What follows belongs to an exercise in optimizing a design on an open flow for small area; a production flow would make more cautious choices.
Only simulation tests tie the RTL to the original design; equivalence was not proved.
No activity file was given, so power comes from the tool's default toggle rates.

<file path="flow/constraint.sdc">
create_clock -name core_clock -period 14.0 [get_ports {i_clk}]
set_input_delay 2.8000 -clock core_clock [delete_from_list [all_inputs] [get_ports {i_clk}]]
set_output_delay 2.8000 -clock core_clock [all_outputs]
set_load 0.01 [all_outputs]
</file>
<file path="flow/config.mk">
export PLATFORM = sky130hd
export DESIGN_NAME = txnum
export DESIGN_NICKNAME = txnum
export VERILOG_FILES = /design/flow/design.v
export SDC_FILE = /design/flow/constraint.sdc
export NUM_CORES = 4
export LEC_CHECK = 0
export ABC_AREA = 1
export CAP_MARGIN = 20
export CORE_MARGIN = 2
export CORE_UTILIZATION = 40
export SLEW_MARGIN = 20
</file>
<file path="flow/run.sh">
#!/bin/bash
# synth_recipe.tcl (not shown) runs the flow's synth.tcl, then flattens the netlist and writes it again
# the make line also repeats each setting of config.mk as NAME=value (left out here)
make -C /OpenROAD-flow-scripts/flow DESIGN_CONFIG=/design/flow/config.mk WORK_HOME=/design/flow/orfs CLKGATE_MAP_FILE= SYNTH_SCRIPT=/design/flow/synth_recipe.tcl finish
</file>
<file path="flow/design.v">
module txnum #(
    parameter               I_CLK_FRQ = 96_000,
    parameter [20:0]        BAUD = 9600,
    parameter [0:0]         PARITY = 0,
    parameter [1:0]         STOP = 1,
    parameter [4:0]         RADIX = 10,
    parameter               SIZE = 32,
    parameter [4:0]         DIGITS = 0
) (
    input                   i_clk,
    input                   i_rst,
    input                   i_en,
    input signed [SIZE-1:0] i_data,
    output wire             o_tx,
    output wire             o_busy
);
    reg  [3:0] bd;
    wire tick = bd[3] & bd[1];
    wire [3:0] bd_inc = {bd[3] ^ (bd[2] & bd[1] & bd[0]), bd[2] ^ (bd[1] & bd[0]),
                         bd[1] ^ bd[0], ~bd[0]};
    always @(posedge i_clk)
        if (i_rst)      bd <= 4'd0;
        else if (tick)  bd <= 4'd1;
        else            bd <= bd_inc;
    localparam [1:0] S_IDLE = 2'd0, S_CALC = 2'd1, S_SIGN = 2'd2, S_SEND = 2'd3;
    reg  [1:0] st;
    assign o_busy = (st != S_IDLE);
    reg  [3:0] u;
    reg        td, tn;           
    wire       uidle = (u == 4'd10);
    wire [3:0] u_inc = {u[3] ^ (u[2] & u[1] & u[0]), u[2] ^ (u[1] & u[0]),
                        u[1] ^ u[0], ~u[0]};
    reg [31:0] v;                
    reg        sc;               
    reg  [3:0] r;                
    reg  [3:0] k;                
    reg        z;                
    wire [3:0] k_inc = {k[3] ^ (k[2] & k[1] & k[0]), k[2] ^ (k[1] & k[0]),
                        k[1] ^ k[0], ~k[0]};
    wire [9:0] dk;
    genvar gi;
    generate for (gi = 0; gi < 10; gi = gi + 1) begin : g_dk
        assign dk[gi] = (k == gi);
    end endgenerate
    wire k10 = k[3] & k[1];
    wire [30:0] K;
    assign K[0] = ~sc;
    assign K[1] = dk[2] | dk[3] | dk[4] | dk[5] | dk[6] | dk[7] | dk[8] | dk[9] | k10;
    assign K[2] = dk[3] | dk[4] | dk[5] | dk[6] | dk[7] | dk[8] | dk[9] | k10;
    assign K[3] = dk[1] | dk[4] | dk[5] | dk[6] | dk[7] | dk[8] | dk[9] | k10;
    assign K[4] = dk[5] | dk[6] | dk[7] | dk[8] | dk[9] | k10;
    assign K[5] = dk[2] | dk[3] | dk[6] | dk[7] | dk[8] | dk[9] | k10;
    assign K[6] = dk[2] | dk[3] | dk[7] | dk[8] | dk[9] | k10;
    assign K[7] = dk[3] | dk[5] | dk[8] | dk[9] | k10;
    assign K[8] = dk[3] | dk[4] | dk[9] | k10;
    assign K[9] = dk[3] | dk[4] | dk[5] | dk[6] | dk[7] | k10;
    assign K[10] = dk[4] | dk[5] | dk[7] | k10;
    assign K[11] = dk[9] | k10;
    assign K[12] = dk[7] | k10;
    assign K[13] = dk[4] | dk[8] | k10;
    assign K[14] = dk[6] | dk[8] | dk[9] | k10;
    assign K[15] = dk[5] | dk[7] | dk[8] | dk[9] | k10;
    assign K[16] = dk[5] | dk[6] | dk[8] | k10;
    assign K[17] = dk[6] | dk[9] | k10;
    assign K[18] = dk[6] | dk[8] | k10;
    assign K[19] = dk[6] | dk[7] | dk[9] | k10;
    assign K[20] = dk[7] | dk[8] | dk[9] | k10;
    assign K[21] = dk[8] | k10;
    assign K[22] = dk[8] | k10;
    assign K[23] = dk[7] | dk[8] | dk[9] | k10;
    assign K[24] = dk[8] | dk[9] | k10;
    assign K[25] = dk[9] | k10;
    assign K[26] = dk[8] | k10;
    assign K[27] = dk[9] | k10;
    assign K[28] = dk[9] | k10;
    assign K[29] = dk[9] | k10;
    assign K[30] = k10;
    wire [31:0] g;
    assign g[0] = 1'b0;
    generate for (gi = 0; gi < 31; gi = gi + 1) begin : g_cmp
        assign g[gi+1] = (v[gi] & g[gi]) | (v[gi] & ~K[gi]) | (g[gi] & ~K[gi]);
    end endgenerate
    wire cmp  = dk[0] ? z : g[31];
    wire trig0 = (st == S_SIGN) & z;
    wire trigd = tick & (u == 4'd5) & td;
    wire step  = trig0 | trigd | (k != 4'd0 && st[1]);
    wire y1    = v[31];
    wire y0    = v[30];
    wire [3:0] ri = (k == 4'd0) ? 4'd0 : r;
    wire q1 = ri[3] | (ri[2] & (ri[1] | ri[0]));
    wire [2:0] m1 = q1 ? {ri[3] & ri[0], ri[3] ? ~ri[0] : ri[1] & ri[0], ~ri[0]} : ri[2:0];
    wire [3:0] r1 = {m1, y1};
    wire q0 = r1[3] | (r1[2] & (r1[1] | r1[0]));
    wire [2:0] m0 = q0 ? {r1[3] & r1[0], r1[3] ? ~r1[0] : r1[1] & r1[0], ~r1[0]} : r1[2:0];
    wire [3:0] r2 = {m0, y0};
    wire cn = trigd ? (sc & r[3] & r[0]) : sc;
    wire [3:0] d = {r[3] ^ (sc & r[0] & (r[3] | (r[2] & r[1]))),
                    r[2] ^ (sc & r[1] & r[0]),
                    r[1] ^ (sc & r[0] & ~r[3]),
                    r[0] ^ sc};
    reg f;
    always @(*) case (u)
        4'd1: f = 1'b0;
        4'd2: f = td ? d[0] : (~tn & sc);
        4'd3: f = td ? d[1] : tn;
        4'd4: f = td ? d[2] : (~tn & sc);
        4'd5: f = td ? d[3] : (tn | sc);
        4'd6: f = td;
        4'd7: f = ~tn;
        4'd8: f = 1'b0;
        4'd9: f = 1'b0;
        default: f = 1'b1;
    endcase
    assign o_tx = f;
    always @(posedge i_clk) begin
        if (i_rst) begin
            st <= S_IDLE;
            u  <= 4'd10;
            k  <= 4'd0;
        end else begin
            if (u == 4'd15)                 u <= 4'd0;
            else if (tick && u <= 4'd9)     u <= u_inc;
            else if (uidle && st == S_SIGN) begin
                u <= 4'd0; td <= 1'b0; tn <= 1'b0;
            end else if (uidle && st == S_SEND) begin
                u <= 4'd15; td <= z; tn <= ~z;
            end
            case (st)
            S_IDLE: begin
                v  <= {1'b0, i_data[30:0] ^ {31{i_data[31]}}};
                sc <= i_data[31];
                z  <= |i_data[30:0];
                k  <= 4'd0;
                if (i_en) st <= S_CALC;
            end
            S_CALC: begin
                if (cmp) k <= k_inc;
                else begin
                    k  <= 4'd0;
                    st <= S_SIGN;
                end
            end
            S_SIGN: st <= S_SEND;
            S_SEND: if (uidle && !z) st <= S_IDLE;
            endcase
            if (step) begin
                k  <= k_inc;
                v  <= {v[29:0], q1, q0};
                r  <= r2;
                sc <= cn;
                z  <= (z & ~trigd) | y1 | y0 | cn;
            end
        end
    end
endmodule
</file>
==> run notes <==
==> routing by layer <==
| layer | wire, um | GRT usage (%) | share of wire, % |
|---|---|---|---|
| met5 | 0 | 0 | 0 |
| met4 | 64 | 3.475 | 0.70 |
| met3 | 310 | 2.506 | 3.4 |
| met2 | 4151 | 28.48 | 46 |
| met1 | 4584 | 25.29 | 50 |
==> logic make-up (layout without fill, tap and decap cells) <==
family | Yosys count | count (layout) | share of synthesized area (%)
AND/OR/NAND/NOR | 245 | 245 | 27.58
AO/OA/AOI/OAI | 108 | 108 | 14.85
buffers and inverters | 106 | 137 | 10.38
flip-flops | 54 | 54 | 37.02
XOR/XNOR | 25 | 25 | 5.472
adder cells (fa/ha/maj) | 15 | 15 | 4.690
==> worst min path at each step <==
stage / startpoint / endpoint / slack (ns) / cells after the start
2_1_floorplan: v[30] / r[0] / 0.43 / 0
3_3_place_gp: v[30] / r[0] / 0.44 / 0
3_5_place_dp: v[30] / r[0] / 0.44 / 0
4_1_cts: v[30] / r[0] / 0.47 / 0
5_1_grt: bd[3] / bd[3] / 0.50 / 2
6_report: bd[3] / bd[3] / 0.47 / 2
==> power breakdown <==
part,switching [uW],internal [uW]
registers,35.7,241
clock network,56.9,53.6
logic,161,96.1
==> stage by stage <==
stage               utilization (%)  power [uW]  area, um^2  std cells  worst slack, ns
finish                        47.48       643.4        4619        717            9.029
CTS                           47.20       642.3        4592        716            9.024
floorplan                         -       452.7        4001        553            8.856
detailed placement            46.04       530.8        4479        708            9.196
global placement              46.04       527.6        4479        708            9.231
global route                  47.48       698.7        4619        717            8.872
==> registers in the layout, summed over array words and instances (netlist names) <==
register	count
v	32
tn	1
u	4
sc	1
td	1
r	4
k	4
st	2
z	1
bd	4
==> cell usage after synthesis, drive strengths merged <==
master	n
nor2	64
xnor2	22
o311ai	1
a221oi	1
clkbuf	13
a31o	1
o221ai	1
a22o	1
dfxtp	14
inv	90
o21ai	68
o21bai	1
nand3	25
a21oi	21
ha	15
nor4	7
a22oi	1
o2111ai	1
buf	3
nor3	11
xor2	3
nand4	6
edfxtp	40
or2	3
nand2	129
o22ai	5
a31oi	5
a211oi	1
==> critical path, delay by kind of cell, from the launching register on <==
kind	cells	cell delay, ns
AOI/OAI and AO/OA	2	0.23
adders and majority gates	1	0.25
buffers and inverters	2	0.68
DFF	1	0.45
and+or+nand+nor	3	0.24
==> layout make-up <==
cell class	count	area (um^2)	area share (%)
tap	133	166.4	3.602
timing repair buffer	39	402.9	8.722
inverter	90	340.3	7.367
sequential	54	1481	32.07
multi-input combinational	393	2116	45.80
clock inverter	3	43.79	0.9480
clock buffer	5	68.82	1.490
==> impl_metrics.yaml <==
status:
  outcome: "timing/DRC/antenna clean"
clock_tree:
  cts_repair_resize_count: 0
  cts_num_sinks: 54
  post_cts_hold_buffer_count: 0
  clock_transition_at_the_registers_of_the_reported_paths_ns: 0.10
  clock_tree.root_cell: "clkbuf_8"
  cts_inserted_buffers: 5
  h-tree-depth: 2
  cts_buffer_depth: 2
  clk_latency_ns: 0.32
  cts_tree: "built"
  post-cts-setup-buffer-count: 0
run:
  max_cap_viol_count: 0
cells_and_area:
  nNetsFinal: 633
  layout_commonest_cell: "nand2_1"
  syn_to_final_growth_pct: 15.45
  layout.filler_cells: 1008
  top_library_cells_by_usage_in_the_layout_fill_and_taps_aside: "119 x nand2_1, 86 x inv_1, 68 x o21ai_0"
  share_of_layout_cells_above_drive_strength_1_pct: 7.021
  antenna_cells_inserted: 0
worst_setup_path:
  r2r-start: "k[1]"
  reg2regPathDepth: 47
  crit_arrival_ns: 2.17
  cp.required_ns: 11.20
  crit_slowest_cell: "clkdlybuf4s50_1"
  crit_chain: "inv_1 > ha_1 > nand2_1 > nand2_1 > a31oi_1 > nand4_1 > o2111ai_1 > clkdlybuf4s50_1"
  worst_setup_path_end_kind: "primary output"
  critical_path_peak_fanout: 6
  worstSetupStartpointType: "flip-flop"
  critical-path-top-cell-by-count: "nand2_1"
  largest_incremental_delay_on_the_critical_path_ns: 0.56
  capture_point_of_the_worst_reg_to_reg_path: "k[1]"
  worst_setup_path_startpoint: "u[0]"
  crit_end: "o_tx"
  reg2reg_setup_slack_ns: 10.27
  timing.setup.critical_path_class: "flip-flop to primary output"
power:
  vdd.ir_drop.worst_uv: 76.84
  cellLeakagePower_uw: 0.002065
  power_density_nw_per_um2: 139.3
global_routing:
  grt-ovfl-total: 0
  largest_net_degree_at_the_start_of_global_routing: 42
  grt_first_pass_wirelength_mm: 15.66
  first_global_vias: 3287
  initial_antenna_violation_count: 0
  globalRouteTotalUtil_pct: 17.63
route:
  route.detailed.drc: 0
  drtAntennaViolNets: 0
  drt_pass1_iterations: 5
  drt_first_iter_violations: 225
  detail_route.wirelength_mm: 9.111
  routed_via_density: 4.946
  detailroute.via_count: 3546
  average_routed_wire_per_standard_cell_um: 12.71
timing:
  timing.final.max_slew_violations: 0
  rsz0062_at_grt: "false"
  clock-skew-final_ns: 0.009400
  finalSetupTns_ns: 0
  final-setup-viol-count: 0
  maxClockFrequency_ghz: 0.2012
  finalHoldWorstSlack_ns: 0.4667
  worst_max_slew_pin_slew_ns: 0.9511
  finalCritPeriodShare_pct: 35.50
  final_period_minus_worst_setup_slack_ns: 4.971
  maxSlewHeadroom_pct: 36.53
  hold_viol_final: 0
worst_hold_path:
  tightest_hold_check_type: "flip-flop to flip-flop"
synth:
  synthDominantCellAreaShare_pct: 30.02
  synth_fp_nets: 603
  synth_area_um2: 4001
  ys_top_cells_by_area: "edfxtp_1 30%, nand2_1 11%, o21ai_0 8.5%"
  ys_warn_count: 1
  post_synth.cell_area_avg_um2: 7.236
  ys_seq_elements: 54
  synth.yosys.seq_area_share_pct: 37.02
  yosys.cell_types.count: 39
  netlist_instances: 553
  yosys.area.top_type: "edfxtp_1"
die:
  rows: 36
  fp.dieArea_um2: 10820
  floorplan.die.height_um: 104.0
  placeableCoreArea_um2: 9729
  floorplan.io_pins: 37
  die_w_um: 104.0
  start_util_pct: 41.13
placed_design:
  post-dp-hpwl_mm: 6.866
  numPortBuffers: 36
  gp_routability_congestion: 0.8488

[what the ideal ports hide]
The flow's constraints put no driver on any port. The routed layout listed below was extracted and timed again, unchanged, in two steps.
Step 1: set_driving_cell puts a clkbuf_16 on i_clk and a buf_2 on each other input, an assumption about the parent block.
Step 2 times the ports against the registers' clock, not the clock port: input delays grow and output delays shrink by t, the midpoint of the rising clock arrivals with the driver on.
Three values: ideal ports, drivers, drivers and shift; two values: the first two.
t, ns: 0.348
setup slack, ns: 9.029 / 8.996 / 9.345
clock arrival spread, ns: 0.009 / 0.009
worst data-port slew with drivers (ns): 0.04
After both steps this run still meets setup and hold. For this run, drivers alone change the setup slack by -0.033 ns; drivers and shift together by +0.316 ns.
